This design comes from an exercise in tuning for small area, a short achievable clock period and few clock cycles on the open sky130 flow, not from production work. Function was checked by simulation only, so behaviour that the tests miss may differ from the original. Power figures rest on the tool's default switching activity, not on a simulated workload.

## ahb_lite_fir_filter
module ahb_lite_fir_filter
(
  input  wire        clk,
  input  wire        n_rst,
  input  wire        hsel,
  input  wire [3:0]  haddr,
  input  wire        hsize,
  input  wire [1:0]  htrans,
  input  wire        hwrite,
  input  wire [15:0] hwdata,
  output reg  [15:0] hrdata,
  output reg         hresp
);
Size: roughly 280 flip-flops, about 44 I/O pins.
Settings: LEC_CHECK=0, CAP_MARGIN=20, CORE_MARGIN=2, CORE_UTILIZATION=40, SETUP_SLACK_MARGIN=5, SLEW_MARGIN=20; clock period 11.0 ns.
run.sh (not shown) runs the stock make flow with config.mk's settings and CLKGATE_MAP_FILE= SYNTH_SCRIPT=/design/flow/synth_recipe.tcl, a recipe that flattens the netlist after the stock synthesis.
Testbench counts at the start, summed over its fixed seeds: cycles 4,104.
Rerun with:
==> flow/flow/run.sh (new file) <==
#!/bin/bash
set -uo pipefail
export SETUP_SLACK_MARGIN=6.0
export BUFFER_PORTS_ARGS="-buffer_cell sky130_fd_sc_hd__buf_2"
bash standard.sh > standard.log 2>&1
==> flow/standard.sh (new file) <==
#!/bin/bash
# synth_recipe.tcl (not shown) runs the flow's synth.tcl, then flattens the netlist and writes it again
# the make line also repeats each setting of config.mk as NAME=value (left out here)
make -C /OpenROAD-flow-scripts/flow DESIGN_CONFIG=/design/flow/config.mk WORK_HOME=/design/flow/orfs CLKGATE_MAP_FILE= SYNTH_SCRIPT=/design/flow/synth_recipe.tcl "${@:-finish}"
- CTS_BUF_LIST: default -> sky130_fd_sc_hd__clkbuf_8
- SETUP_SLACK_MARGIN: 5 -> default
removed: flow/run.sh
=> The new run completed without violations; final cell count came out higher by about 2.7%; setup slack is better by 790 ps; area after synthesis stays the same; register-to-register slack is better by 830 ps; sequential share of layout area barely changes; cell area came out higher by 2.1%; routed wire length came out higher by about 3.4%.
Rerun with:
- CTS_BUF_LIST: sky130_fd_sc_hd__clkbuf_8 -> sky130_fd_sc_hd__clkbuf_4
- CTS_CLUSTER_SIZE: default -> 30
The new run finished clean.
Worst hold slack degrades by 8.1 ps.
Clock power came out higher by a few percent.
Synthesized area stays the same.
Via count came out higher by a few percent.
Final area came out higher slightly.
Register-to-register slack improves by 20 ps.
Wire length came out higher slightly.
Setup slack degrades by 240 ps.

---

Another version of the RTL of ahb_lite_fir_filter (not shown whole).
Size: about 1600 cells after synthesis, about 0.018 mm2 of cells after synthesis.
export LEC_CHECK = 0
export CAP_MARGIN = 20
export CORE_MARGIN = 2
export CORE_UTILIZATION = 70
export CTS_BUF_LIST = sky130_fd_sc_hd__clkbuf_16
export CTS_CLUSTER_DIAMETER = 80
export CTS_CLUSTER_SIZE = 25
export GPL_ROUTABILITY_DRIVEN = 0
export SLEW_MARGIN = 20
create_clock -name core_clock -period 11.0 [get_ports {clk}]
standard.sh (not shown) runs the stock make flow with config.mk's settings and CLKGATE_MAP_FILE= SYNTH_SCRIPT=/design/flow/synth_recipe.tcl, a recipe that flattens the netlist after the stock synthesis.
==> flow/flow/run.sh <==
#!/bin/bash
set -uo pipefail
export SETUP_SLACK_MARGIN=6.0
export BUFFER_PORTS_ARGS="-buffer_cell sky130_fd_sc_hd__buf_2"
export CTS_ARGS="-sink_clustering_enable -repair_clock_nets -sink_clustering_size 25 -sink_clustering_max_diameter 80 -buf_list sky130_fd_sc_hd__clkbuf_16 -dont_use_dummy_load"
R=orfs/results/sky130hd/ahb_lite_fir_filter/base
bash standard.sh synth > synth.log 2>&1 || exit 1
cp $R/1_2_yosys.v synth_netlist.v
python3 flow/polfa.py synth_netlist.v $R/1_2_yosys.v > polfa.log 2>&1 || exit 1
rm -f $R/1_synth.odb $R/1_synth.sdc
bash standard.sh > standard.log 2>&1
Other scripts of this flow, unchanged in this note and not shown: flow/flow/polfa.py
The first run finished with timing, DRC and antenna clean.
Testbench counts at the start, summed over its fixed seeds: cycles 4,104.
Next try:
--- a/flow/flow/run.sh
+++ b/flow/flow/run.sh
@@ -5 +4,0 @@
-export CTS_ARGS="-sink_clustering_enable -repair_clock_nets -sink_clustering_size 25 -sink_clustering_max_diameter 80 -buf_list sky130_fd_sc_hd__clkbuf_16 -dont_use_dummy_load"
- CORE_UTILIZATION: 70 -> 60
- GPL_ROUTABILITY_DRIVEN: 0 -> default
Outcome:
- worst setup slack improved by 0.045 ns
- power rises by 4.1%
- hold slack got worse by 0.023 ns
- clock skew falls by 0.023 ns
Next try:
--- a/flow/flow/run.sh
+++ b/flow/flow/run.sh
@@ -4,0 +5 @@
+export CTS_ARGS="-sink_clustering_enable -repair_clock_nets -sink_clustering_size 25 -sink_clustering_max_diameter 80 -buf_list sky130_fd_sc_hd__clkbuf_16 -dont_use_dummy_load"
- CAP_MARGIN: 20 -> 0
- CORE_UTILIZATION: 60 -> 70
- SLEW_MARGIN: 20 -> 0
=>
- setup slack got worse by 0.019 ns
- sequential cell count does not change
- worst hold slack got worse by 0.0093 ns
- die area goes down by 14%
- global-route usage goes up by 3.9 points
- cell count goes down by 4.5%
- cell area goes down by about 1.7%
- first-iteration DRC count goes down by 28%
- count of clock-buffer cells in the layout goes down by 1
Next try:
--- a/flow/flow/run.sh
+++ b/flow/flow/run.sh
@@ -3 +3 @@
-export SETUP_SLACK_MARGIN=6.0
+export SETUP_SLACK_MARGIN=6.1
@@ -5 +4,0 @@
-export CTS_ARGS="-sink_clustering_enable -repair_clock_nets -sink_clustering_size 25 -sink_clustering_max_diameter 80 -buf_list sky130_fd_sc_hd__clkbuf_16 -dont_use_dummy_load"
- CAP_MARGIN: 0 -> 20
- CORE_UTILIZATION: 70 -> 60
- SLEW_MARGIN: 0 -> 20
=>
- final area went up by about 3%
- final cell count is higher by about 5.6%
- global-route usage went down by 3.6 points
- sequential cell count does not change

afterwards: timing with drivers on the ports:
The results above use ideal ports. As a check the final layouts listed here were re-extracted and re-timed, cells and wires unchanged. Step 1 assumes that a clkbuf_16 drives the clock port and a buf_2 every other input. Step 2 also shifts input and output timing later by t, the mid clock arrival at the registers, as if the neighbouring blocks saw the same clock. a / b / c = no drivers / after step 1 / after step 2; a / b = the first two.
run | t, ns | setup slack, ns | hold WS [ns] | worst setup path after step 2 | cell pins on the clock port's net
the first run of note 1 | 0.639 | 5.234 / 5.212 / 5.212 | 0.454 / 0.454 / 0.454 | input to output | 1
the second run of note 1 | 0.657 | 6.023 / 5.969 / 6.037 | 0.455 / 0.455 / 0.455 | input to output | 1
the third run of note 1 | 0.827 | 5.784 / 5.732 / 6.037 | 0.447 / 0.447 / 0.447 | input to output | 1
the first run of note 2 | 0.542 | 5.999 / 5.967 / 5.967 | 0.437 / 0.437 / 0.437 | input to output | 1
the second run of note 2 | 0.546 | 6.043 / 5.992 / 6.039 | 0.415 / 0.415 / 0.415 | input to output | 1
the third run of note 2 | 0.527 | 6.025 / 5.993 / 5.993 | 0.405 / 0.405 / 0.405 | input to output | 1
the fourth run of note 2 | 0.547 | 6.070 / 6.026 / 6.026 | 0.430 / 0.430 / 0.430 | input to output | 1
After both steps setup and hold are still met in every run listed. The setup slack of the fourth run of note 2, which loses most, moves by -0.044 ns with the drivers and by -0.044 ns with both steps.
